This is an optimization exercise on Yosys and OpenROAD, whose aim is small area, not a production implementation. Only simulation tests tie the RTL to the original design; equivalence was not proved.

the baseline:
==> flow/design.v (excerpt) <==
module dds (
    input                clock,
    input                rstn,
    input                en,
    input         [ 1:0] wave_type,
    input  signed [15:0] amp_word,
    input         [31:0] pha_word,
    input         [31:0] sin_fre_word,
    input         [31:0] tri_incre_word,
    input         [31:0] tri_decre_word,
    input         [31:0] sqr_cnt_word,
    input         [31:0] sqr_cmp_word,
    output signed [13:0] wave_out
);
Settings: LEC_CHECK=0, CAP_MARGIN=20, CORE_MARGIN=2, CORE_UTILIZATION=50, PLACE_DENSITY=0.65, SLEW_MARGIN=20; clock period 13.0 ns.
standard.sh (not shown) runs the stock make flow with config.mk's settings and CLKGATE_MAP_FILE= SYNTH_SCRIPT=/design/flow/synth_recipe.tcl, a recipe that flattens the netlist after the stock synthesis.
==> flow/flow/run.sh <==
#!/bin/bash
set -euo pipefail
W=$(pwd)
F=$W/flow
R=$W/orfs/results/${FLOW_PLATFORM}/dds/base
LIB=$FLOW_HOME/platforms/sky130hd/lib/sky130_fd_sc_hd__tt_025C_1v80.lib
YOSYS=$(command -v yosys || echo $FLOW_HOME/../tools/install/yosys/bin/yosys)
if [ -f $F/env.sh ]; then source $F/env.sh; fi

bash standard.sh synth > $W/flow_1_synth.log 2>&1
cp $R/1_2_yosys.v $W/std_1_2_yosys.v

# The same synthesis again, with ABC mapping for area instead of speed: a
# copy of ORFS's scripts whose abc_speed.script is an area script. Its
# registers are checked against the standard synthesis's below.
rm -rf $W/scripts_area
cp -r $FLOW_HOME/scripts $W/scripts_area
cp $F/abc_synth.script $W/scripts_area/abc_speed.script
mkdir -p $W/std_results
cp $R/1_2_yosys.v $R/1_synth.odb $R/1_synth.sdc $W/std_results/
rm -f $R/1_2_yosys.v $R/1_synth.odb $R/1_synth.sdc
bash standard.sh SCRIPTS_DIR=$W/scripts_area $R/1_2_yosys.v > $W/flow_1b_synth_area.log 2>&1 || cp $W/std_1_2_yosys.v $R/1_2_yosys.v
grep -oE "sky130_fd_sc_hd__df[a-z0-9_]+ [^ ]+" $W/std_1_2_yosys.v | sort > $W/regs_std.txt
grep -oE "sky130_fd_sc_hd__df[a-z0-9_]+ [^ ]+" $R/1_2_yosys.v | sort > $W/regs_area.txt
if cmp -s $W/regs_std.txt $W/regs_area.txt; then
  cp $R/1_2_yosys.v $W/area_1_2_yosys.v
else
  echo "register mismatch; using the standard netlist" >> $W/flow_1b_synth_area.log
  cp $W/std_1_2_yosys.v $W/area_1_2_yosys.v
fi

KEEP=$(tr '\n' ' ' < $F/keep.txt)
cat > $W/resynth_a.ys <<EOY
read_liberty -ignore_miss_func -ignore_miss_dir $LIB
blackbox $KEEP
read_verilog $W/area_1_2_yosys.v
hierarchy -top $FLOW_TOP
flatten
opt_clean -purge
opt -purge
select -module $FLOW_TOP
write_json $W/resynth_a.json
EOY
$YOSYS -s $W/resynth_a.ys > $W/flow_2_resynth_a.log 2>&1
python3 $F/polar.py $W/resynth_a.json $W/resynth_b.json > $W/flow_3_polar.log 2>&1
cat > $W/resynth_b.ys <<EOY
read_json $W/resynth_b.json
hierarchy -top $FLOW_TOP
opt -purge
abc -liberty $LIB $(cat $F/dontuse.txt) -script $F/abc_area.script
opt_clean -purge
setundef -zero
hilomap -singleton -hicell sky130_fd_sc_hd__conb_1 HI -locell sky130_fd_sc_hd__conb_1 LO
splitnets
opt_clean -purge
insbuf -buf sky130_fd_sc_hd__buf_4 A X
check
stat -liberty $LIB
write_verilog -noattr -noexpr -nohex -nodec $W/resynth.v
EOY
$YOSYS -s $W/resynth_b.ys > $W/flow_4_resynth_b.log 2>&1

# registers must be the standard synthesis's, by name and cell type
grep -oE "sky130_fd_sc_hd__df[a-z0-9_]+ [^ ]+" $W/resynth.v | sort > $W/regs_new.txt
if cmp -s $W/regs_std.txt $W/regs_new.txt; then
  cp $W/resynth.v $R/1_2_yosys.v
else
  echo "register mismatch; using the synthesis netlist" >> $W/flow_4_resynth_b.log
  cp $W/area_1_2_yosys.v $R/1_2_yosys.v
fi
rm -f $R/1_synth.odb $R/1_synth.sdc

bash standard.sh finish > $W/flow_5_layout.log 2>&1
==> flow/flow/env.sh <==
export BUFFER_PORTS_ARGS="-buffer_cell sky130_fd_sc_hd__buf_1"
export CTS_ARGS="-sink_clustering_enable -repair_clock_nets -dont_use_dummy_load -buf_list sky130_fd_sc_hd__clkbuf_4 -sink_clustering_size 8 -sink_clustering_max_diameter 40"
Other scripts of this flow, unchanged in this note and not shown: flow/flow/abc_area.script, flow/flow/abc_synth.script, flow/flow/dontuse.txt, flow/flow/keep.txt, flow/flow/polar.py
Looking at the reports, the baseline completed the entire flow and the layout it produced met the timing, design-rule and antenna checks.
Input changes introduced in the candidate (baseline for comparison: the baseline):
==> flow/flow/env.sh <==
export BUFFER_PORTS_ARGS="-buffer_cell sky130_fd_sc_hd__buf_1"
export CTS_ARGS="-sink_clustering_enable -repair_clock_nets -dont_use_dummy_load -buf_list sky130_fd_sc_hd__clkbuf_4 -sink_clustering_size 10 -sink_clustering_max_diameter 50"
Notes after the runs:
STATUS routed via count: the candidate wins against the baseline
In the candidate, clock tree cell share of total cell area is lower than in the baseline.

* * *

dds again, from the RTL that the note above started with.
==> flow/config.mk <==
export PLATFORM = sky130hd
export DESIGN_NAME = dds
export DESIGN_NICKNAME = dds
export VERILOG_FILES = /design/flow/design.v
export SDC_FILE = /design/flow/constraint.sdc
export NUM_CORES = 4
export LEC_CHECK = 0
export CAP_MARGIN = 20
export CORE_MARGIN = 2
export CORE_UTILIZATION = 50
export PLACE_DENSITY = 0.65
export SLEW_MARGIN = 20
==> flow/constraint.sdc <==
create_clock -name core_clock -period 13.0 [get_ports {clock}]
set_input_delay 2.6000 -clock core_clock [delete_from_list [all_inputs] [get_ports {clock}]]
set_output_delay 2.6000 -clock core_clock [all_outputs]
set_load 0.01 [all_outputs]
==> flow/flow/abc_area.script <==
strash
dc2
&get -n
&deepsyn -T 400
&put
dch -f
map -a
strash
dch -f
map -a
topo
==> flow/flow/abc_synth.script <==
strash
dc2
dch -f
map -a
strash
dch -f
map -a
topo
Scripts as last shown in full above: flow/flow/run.sh
Other scripts of this flow, unchanged in this note and not shown: flow/flow/dontuse.txt, flow/flow/env.sh, flow/flow/keep.txt, flow/flow/polar.py
Next try:
==> flow/flow/abc_area.script (replaced) <==
strash
dc2
dch -f
map -a -F 2
strash
dch -f
map -a
topo
==> flow/flow/abc_synth.script (replaced) <==
strash
dch
map -a
topo
Wire length increases by 2.4%.
Sequential cell count stays the same.
Via count is higher by 1.7%.
Die area climbs by 1.0%.

* * *

## before
dds, a different RTL version from the one above (not shown whole).
For scale: ~230 I/O pins, roughly 24000 sq um of cells after synthesis.
Settings: LEC_CHECK=0, CAP_MARGIN=20, CORE_MARGIN=2, CORE_UTILIZATION=65, PLACE_DENSITY=0.75, SLEW_MARGIN=20; clock period 13.0 ns.
==> flow/flow/run.sh <==
#!/bin/bash
# Own layout flow: the standard synthesis, then the combinational logic
# between the registers is mapped again for area (registers, full and half
# adders kept as they are, full adders flipped to need fewer inverters), then
# the standard layout from floorplan to finish.
set -euo pipefail
W=$(pwd)
F=$W/flow
R=$W/orfs/results/${FLOW_PLATFORM}/dds/base
LIB=$FLOW_HOME/platforms/sky130hd/lib/sky130_fd_sc_hd__tt_025C_1v80.lib
YOSYS=$(command -v yosys || echo $FLOW_HOME/../tools/install/yosys/bin/yosys)
if [ -f $F/env.sh ]; then source $F/env.sh; fi

bash standard.sh synth > $W/flow_1_synth.log 2>&1
cp $R/1_2_yosys.v $W/std_1_2_yosys.v

KEEP=$(tr '\n' ' ' < $F/keep.txt)
cat > $W/resynth_a.ys <<EOY
read_liberty -ignore_miss_func -ignore_miss_dir $LIB
blackbox $KEEP
read_verilog $W/std_1_2_yosys.v
hierarchy -top $FLOW_TOP
flatten
opt_clean -purge
opt -purge
select -module $FLOW_TOP
write_json $W/resynth_a.json
EOY
$YOSYS -s $W/resynth_a.ys > $W/flow_2_resynth_a.log 2>&1
python3 $F/polar.py $W/resynth_a.json $W/resynth_b.json > $W/flow_3_polar.log 2>&1
cat > $W/resynth_b.ys <<EOY
read_json $W/resynth_b.json
hierarchy -top $FLOW_TOP
opt -purge
abc -liberty $LIB $(cat $F/dontuse.txt) -script $F/abc_area.script
opt_clean -purge
setundef -zero
hilomap -singleton -hicell sky130_fd_sc_hd__conb_1 HI -locell sky130_fd_sc_hd__conb_1 LO
splitnets
opt_clean -purge
insbuf -buf sky130_fd_sc_hd__buf_4 A X
check
stat -liberty $LIB
write_verilog -noattr -noexpr -nohex -nodec $W/resynth.v
EOY
$YOSYS -s $W/resynth_b.ys > $W/flow_4_resynth_b.log 2>&1

# registers must be the standard synthesis's, by name and cell type
grep -oE "sky130_fd_sc_hd__df[a-z0-9_]+ [^ ]+" $W/std_1_2_yosys.v | sort > $W/regs_std.txt
grep -oE "sky130_fd_sc_hd__df[a-z0-9_]+ [^ ]+" $W/resynth.v | sort > $W/regs_new.txt
if cmp -s $W/regs_std.txt $W/regs_new.txt; then
  cp $W/resynth.v $R/1_2_yosys.v
  rm -f $R/1_synth.odb $R/1_synth.sdc
else
  echo "register mismatch; keeping the standard netlist" >> $W/flow_4_resynth_b.log
fi

bash standard.sh finish > $W/flow_5_layout.log 2>&1
==> flow/flow/env.sh <==
export BUFFER_PORTS_ARGS="-buffer_cell sky130_fd_sc_hd__buf_1"
export CTS_ARGS="-sink_clustering_enable -repair_clock_nets -dont_use_dummy_load -buf_list sky130_fd_sc_hd__clkbuf_8 -sink_clustering_size 12 -sink_clustering_max_diameter 50"
Other scripts of this flow, unchanged in this note and not shown: flow/flow/abc_area.script, flow/flow/dontuse.txt, flow/flow/keep.txt, flow/flow/polar.py
What after does differently from before at the input level:
==> flow/flow/env.sh <==
export BUFFER_PORTS_ARGS="-buffer_cell sky130_fd_sc_hd__buf_1"
export CTS_ARGS="-sink_clustering_enable -repair_clock_nets -dont_use_dummy_load -buf_list sky130_fd_sc_hd__clkbuf_4 -sink_clustering_size 8 -sink_clustering_max_diameter 40"
after: ratio of cells with drive above 1 in the final layout is 0.43 points higher than what before reported. The run with more routed wire is before, not after. The higher data arrival time of the critical path came out of after. Summary — DRC violation total after the first TritonRoute iteration, after relative to before: lower, by 2.4%. [compare] base=before new=after: slew at the pin closest to its max-slew limit shows an increase of 0.055 ns; count of cell instances traversed by the critical path went down. The flow did not stop early for after: all stages ran, and the layout cleared the timing, design-rule and antenna checks. NOTE: global-route track usage on met2 in after falls short of that of before. Register share of the cell area of before is on par with after.

-- afterwards: timing with drivers on the ports --
In the flow no input, the clock included, has a driving cell. The finished layouts below were timed again as built, in two steps.
Step 1 sets driving cells, clkbuf_16 on the clock port and buf_2 on the other inputs (assumed; they add their load-dependent delay and slew).
Step 2 also shifts input and output timing later by t, the mid clock arrival at the registers, as if the neighbouring blocks saw the same clock.
Three values: ideal, step 1, step 2; two values: the first two.
| run | t (ns) | setup WS [ns] | worst setup path at the end | slew at the worst register clock pin (ns) |
|---|---|---|---|---|
| the baseline | 0.821 | 1.447 / 1.420 / 1.026 | input to register | 0.10 / 0.10 |
| the candidate | 0.770 | 1.442 / 1.415 / 1.129 | input to register | 0.11 / 0.11 |
| the first run of note 2 | 0.790 | 1.211 / 1.178 / 1.088 | input to register | 0.09 / 0.09 |
| the second run of note 2 | 0.787 | 1.916 / 1.931 / 1.143 | input to register | 0.09 / 0.09 |
| before | 0.616 | 1.587 / 1.618 / 1.002 | input to register | 0.09 / 0.09 |
| after | 0.768 | 1.774 / 1.763 / 0.994 | input to register | 0.10 / 0.10 |
After both steps setup and hold are still met in every run listed. The setup slack of after, which loses most, moves by -0.011 ns with the drivers and by -0.780 ns with both steps.
